This is an optimization exercise on Yosys and OpenROAD, whose aim is small area, not a production implementation.
Function was checked by simulation only, so behaviour that the tests miss may differ from the original.
The flow treats the clock pin as an ideal source. Dropping or thinning the clock tree relies on that and would not hold on a real chip.

## uart_bt_8digit
module uart_bt_8digit(
    input  wire       clk,
    input  wire       rst_n,
    input  wire       rx,
    output wire       tx,
    output wire [7:0] seg_dec,
    output wire [3:0] an_dec,
    output wire [7:0] seg_hex,
    output wire [3:0] an_hex,
    output wire [7:0] leds
);
    localparam [9:0] K_T  = 10'b0001011100;
    localparam [9:0] K_P  = 10'b1000101101;
    localparam [9:0] POL  = 10'b0101010101;
    localparam [2:0] R_IDLE = 3'd0, R_RCVD = 3'd2, R_START = 3'd3,
                     R_STOP = 3'd4, R_DATA = 3'd5;
    reg [2:0] rph;
    reg [9:0] rtz;
    wire [9:0] rtk = rtz ^ POL;
    reg [7:0] rsh;
    reg [7:0] rdat;      
    wire rT    = (rtk == K_T);
    wire ridle = (rph == R_IDLE) || (rph == R_RCVD);
    wire rrcvd = (rph == R_RCVD);
    always @(posedge clk or negedge rst_n) begin
        if (!rst_n) rph <= R_IDLE;
        else if (ridle) rph <= rx ? R_IDLE : R_START;
        else if (rT) begin
            case (rph)
                R_START: rph <= R_DATA;
                R_DATA:  if (rsh[0]) rph <= R_STOP;
                R_STOP:  rph <= R_RCVD;
                default: rph <= R_IDLE;
            endcase
        end
    end
    always @(posedge clk) begin
        if (ridle) rtz <= K_P ^ POL;
        else rtz <= {rtk[8:0], rtk[9] ^ rtk[6] ^ rT} ^ POL;
    end
    always @(posedge clk)
        if (ridle) rsh <= 8'b1000_0000;
        else if (rT && rph == R_DATA) rsh <= {rx, rsh[7:1]};
    always @(posedge clk or negedge rst_n) begin
        if (!rst_n) rdat <= 8'd0;
        else if (rrcvd) rdat <= rsh;
    end
    assign leds = rrcvd ? rsh : rdat;
    localparam [3:0] T_IDLE = 4'b0101, T_PRE = 4'b0110, T_SB = 4'b0111,
                     T_STP = 4'b0000, T_B0 = 4'b1000, T_B7 = 4'b1111;
    reg [3:0] tph;
    reg [9:0] ttz;
    wire [9:0] ttk = ttz ^ POL;
    wire tT    = (ttk == K_T);
    wire tidle = (tph == T_IDLE);
    wire tadv = tidle ? rrcvd : tT;
    always @(posedge clk or negedge rst_n) begin
        if (!rst_n) tph <= T_IDLE;
        else if (tadv) begin
            tph <= (tph == T_STP) ? T_IDLE : tph + 4'd1;
        end
    end
    always @(posedge clk) begin
  ...
Size: ~300 cells after synthesis, about 2700 µm² of cells after synthesis.
==> module uart_bt_8digit, before the edit <==
module uart_bt_8digit(
    input  wire       clk,
    input  wire       rst_n,
    input  wire       rx,
    output wire       tx,
    output wire [7:0] seg_dec,
    output wire [3:0] an_dec,
    output wire [7:0] seg_hex,
    output wire [3:0] an_hex,
    output wire [7:0] leds
);
    localparam [9:0] K_T  = 10'b0001011100;
    localparam [9:0] K_P  = 10'b1000101101;
    localparam [9:0] POL  = 10'b0101010101;
    localparam [2:0] R_IDLE = 3'd0, R_RCVD = 3'd2, R_START = 3'd3,
                     R_STOP = 3'd4, R_DATA = 3'd5;
    reg [2:0] rph;
    reg [9:0] rtz;
    wire [9:0] rtk = rtz ^ POL;
    reg [7:0] rsh;
    reg [7:0] rdat;      
    wire rT    = (rtk == K_T);
    wire ridle = (rph == R_IDLE) || (rph == R_RCVD);
    wire rrcvd = (rph == R_RCVD);
    always @(posedge clk or negedge rst_n) begin
        if (!rst_n) rph <= R_IDLE;
        else if (ridle) rph <= rx ? R_IDLE : R_START;
        else if (rT) begin
            case (rph)
                R_START: rph <= R_DATA;
                R_DATA:  if (rsh[0]) rph <= R_STOP;
                R_STOP:  rph <= R_RCVD;
                default: rph <= R_IDLE;
            endcase
        end
    end
    always @(posedge clk) begin
        if (ridle) rtz <= K_P ^ POL;
        else rtz <= {rtk[8:0], rtk[9] ^ rtk[6] ^ rT} ^ POL;
    end
    always @(posedge clk)
        if (ridle) rsh <= 8'b1000_0000;
        else if (rT && rph == R_DATA) rsh <= {rx, rsh[7:1]};
    always @(posedge clk or negedge rst_n) begin
        if (!rst_n) rdat <= 8'd0;
        else if (rrcvd) rdat <= rsh;
    end
    assign leds = rrcvd ? rsh : rdat;
    localparam [3:0] T_IDLE = 4'b0101, T_PRE = 4'b0110, T_SB = 4'b0111,
                     T_STP = 4'b0000, T_B0 = 4'b1000, T_B7 = 4'b1111;
    reg [3:0] tph;
    reg [9:0] ttz;
    wire [9:0] ttk = ttz ^ POL;
    wire tT    = (ttk == K_T);
    wire tidle = (tph == T_IDLE);
    wire tadv = tidle ? rrcvd : tT;
    always @(posedge clk or negedge rst_n) begin
        if (!rst_n) tph <= T_IDLE;
        else if (tadv) begin
            tph <= (tph == T_STP) ? T_IDLE : tph + 4'd1;
        end
    end
    always @(posedge clk) begin
        if (tidle) ttz <= K_T ^ POL;
        else ttz <= {ttk[8:0], ttk[9] ^ ttk[6] ^ tT} ^ POL;
    end
    assign tx = tph[3] ? rdat[tph[2:0]] : (tph != T_SB);
    localparam [16:0] K_R  = 17'b10011000011010011;    
    localparam [16:0] K_DT = 17'b01001100001101001;    
    reg [16:0] dcnt;
    reg [1:0]  sel;
    wire dT = (dcnt == K_DT);
    always @(posedge clk or negedge rst_n) begin
        if (!rst_n) begin
            dcnt <= K_R;
            sel  <= 2'd0;
        end else begin
            dcnt <= {dcnt[15:0], dcnt[16] ^ dcnt[13] ^ dT};
            if (dT) sel <= {sel[0], ~sel[1]};    
        end
    end
    wire [1:0] dig = {sel[1], sel[1] ^ sel[0]};    
    wire [3:0] an = ~(4'b0001 << dig);
    assign an_dec = an;
    assign an_hex = an;
    function [3:0] add3;
        input [3:0] x;
        case (x)
            4'd5: add3 = 4'd8;
            4'd6: add3 = 4'd9;
            4'd7: add3 = 4'd10;
            4'd8: add3 = 4'd11;
            4'd9: add3 = 4'd12;
            default: add3 = x;
        endcase
    endfunction
    wire [3:0] c1 = add3({1'b0, rdat[7:5]});
    wire [3:0] c2 = add3({c1[2:0], rdat[4]});
    wire [3:0] c3 = add3({c2[2:0], rdat[3]});
    wire [3:0] c4 = add3({c3[2:0], rdat[2]});
    wire [3:0] c5 = add3({1'b0, c1[3], c2[3], c3[3]});
    wire [3:0] c6 = add3({c4[2:0], rdat[1]});
    wire [3:0] c7 = add3({c5[2:0], c4[3]});
    wire [9:0] bcd = {c5[3], c7, c6, rdat[0]};
    wire [3:0] hnib = dig[1] ? 4'd0 : (dig[0] ? leds[7:4] : leds[3:0]);
    wire [3:0] dnib = dig[1] ? (dig[0] ? 4'd0 : {2'b00, bcd[9:8]})
                             : (dig[0] ? bcd[7:4] : bcd[3:0]);
    function [7:0] seg7;
        input [3:0] d;
        case (d)
            4'h0: seg7 = 8'b1100_0000;
            4'h1: seg7 = 8'b1111_1001;
            4'h2: seg7 = 8'b1010_0100;
            4'h3: seg7 = 8'b1011_0000;
            4'h4: seg7 = 8'b1001_1001;
            4'h5: seg7 = 8'b1001_0010;
            4'h6: seg7 = 8'b1000_0010;
            4'h7: seg7 = 8'b1111_1000;
            4'h8: seg7 = 8'b1000_0000;
            4'h9: seg7 = 8'b1001_0000;
            4'hA: seg7 = 8'b1000_1000;
            4'hB: seg7 = 8'b1000_0011;
            4'hC: seg7 = 8'b1100_0110;
            4'hD: seg7 = 8'b1010_0001;
            4'hE: seg7 = 8'b1000_0110;
            default: seg7 = 8'b1000_1110;
        endcase
    endfunction
    assign seg_hex = seg7(hnib);
    assign seg_dec = seg7(dnib);
endmodule
export LEC_CHECK = 0
export CAP_MARGIN = 20
export CORE_MARGIN = 2
export CORE_UTILIZATION = 60
export SLEW_MARGIN = 20
create_clock -name core_clock -period 10.0 [get_ports {clk}]
standard.sh (not shown) runs the stock make flow with config.mk's settings and CLKGATE_MAP_FILE= SYNTH_SCRIPT=/design/flow/synth_recipe.tcl, a recipe that flattens the netlist after the stock synthesis.
==> flow/flow/run.sh <==
#!/bin/bash
# Own layout flow: the standard flow (standard.sh) with
#  - synthesis: no half/full-adder extraction; ABC maps the logic with each
#    area script flow/a*.abc and the smallest result is kept
#    (flow/synth_area.tcl wraps synth_recipe.tcl)
#  - port buffers of the smallest buffer cell (buf_1)
#  - clock tree: CLKBUF_COUNT buffers on the clock port, each driving a group
#    of nearby flip-flops (flow/cts_pre.tcl), instead of an H-tree
# Each tool's output is in orfs/logs/; make's own output goes to flow_make.log.
set -euo pipefail
WORK=$(pwd)
export AREA_ABC_SCRIPTS="$(ls $WORK/flow/a*.abc | tr '\n' ' ')"
export FLOW_SYNTH_TCL=$WORK/synth_recipe.tcl
export ADDER_MAP_FILE=
export BUFFER_PORTS_ARGS="-buffer_cell sky130_fd_sc_hd__buf_1"
export PRE_CTS_TCL=$WORK/flow/cts_pre.tcl
export CLKBUF_CELL=sky130_fd_sc_hd__clkbuf_16
export CLKBUF_COUNT=2
sed "s|SYNTH_SCRIPT=[^ ]*|SYNTH_SCRIPT=$WORK/flow/synth_area.tcl|" standard.sh > own_standard.sh
grep -q "SYNTH_SCRIPT=$WORK/flow/synth_area.tcl" own_standard.sh
bash own_standard.sh finish > flow_make.log 2>&1
Other scripts of this flow, unchanged in this note and not shown: flow/flow/a1_deep_map.abc, flow/flow/a2_deep_amap.abc, flow/flow/a3_deep_amapm.abc, flow/flow/a4_deep_dc2_amap.abc, flow/flow/a5_deep2_amap.abc, flow/flow/a6_deep_s5_amap.abc, flow/flow/a7_deep40_amapm.abc, flow/flow/a8_deep2_amapm.abc, flow/flow/cts_pre.tcl, flow/flow/synth_area.tcl
Edit:
--- a/flow/design.v
+++ b/flow/design.v
@@ -77,9 +77,8 @@
         end else begin
             dcnt <= {dcnt[15:0], dcnt[16] ^ dcnt[13] ^ dT};
-            if (dT) sel <= {sel[0], ~sel[1]};    
+            if (dT) sel <= sel + 2'd1;
         end
     end
-    wire [1:0] dig = {sel[1], sel[1] ^ sel[0]};    
-    wire [3:0] an = ~(4'b0001 << dig);
+    wire [3:0] an = ~(4'b0001 << sel);
     assign an_dec = an;
     assign an_hex = an;
@@ -103,7 +102,7 @@
     wire [3:0] c7 = add3({c5[2:0], c4[3]});
     wire [9:0] bcd = {c5[3], c7, c6, rdat[0]};
-    wire [3:0] hnib = dig[1] ? 4'd0 : (dig[0] ? leds[7:4] : leds[3:0]);
-    wire [3:0] dnib = dig[1] ? (dig[0] ? 4'd0 : {2'b00, bcd[9:8]})
-                             : (dig[0] ? bcd[7:4] : bcd[3:0]);
+    wire [3:0] hnib = sel[1] ? 4'd0 : (sel[0] ? leds[7:4] : leds[3:0]);
+    wire [3:0] dnib = sel[1] ? (sel[0] ? 4'd0 : {2'b00, bcd[9:8]})
+                             : (sel[0] ? bcd[7:4] : bcd[3:0]);
     function [7:0] seg7;
         input [3:0] d;
What happened: Worst setup slack gains 0.59 ns; first-iteration DRC count went down by 9.9%; cell count is higher by 1.3%; worst hold slack improves by 0.0070 ns; cell area goes down by 1.2%; area after synthesis came out lower by 1.3%; routed wire length decreases by 0.35%; global-route usage is higher by 0.70 points; register-to-register slack gains 0.08 ns; die area decreases by 1.2%.
No run of this note takes its clock network from TritonCTS; it comes from the design's own scripts or RTL.

==> what the ideal ports hide <==
Ports are ideal in the flow. The routed layouts listed here were re-timed in OpenROAD. Step 1, drivers: a clkbuf_16 drives clk and a buf_2 each remaining input, both assumed. Step 2 adds t to the input delays and takes it off the output delays; t is the mean of the earliest and latest rising clock arrival at the registers after step 1. Input paths then give back, and output paths get back, about the clock's delay inside the block. Slacks: ideal ports / drivers / drivers and shift; pairs: ideal ports / drivers.
| run | t, ns | setup WS [ns] | worst setup path after step 2 | clock arrival spread, ns | worst data-port slew with drivers (ns) |
|---|---|---|---|---|---|
| the first run | 0.212 | 3.397 / 3.350 / 3.563 | register to output | 0.017 / 0.017 | 0.03 |
| the second run | 0.212 | 3.988 / 3.942 / 4.154 | register to output | 0.004 / 0.004 | 0.03 |
After both steps every run listed still meets setup and hold.
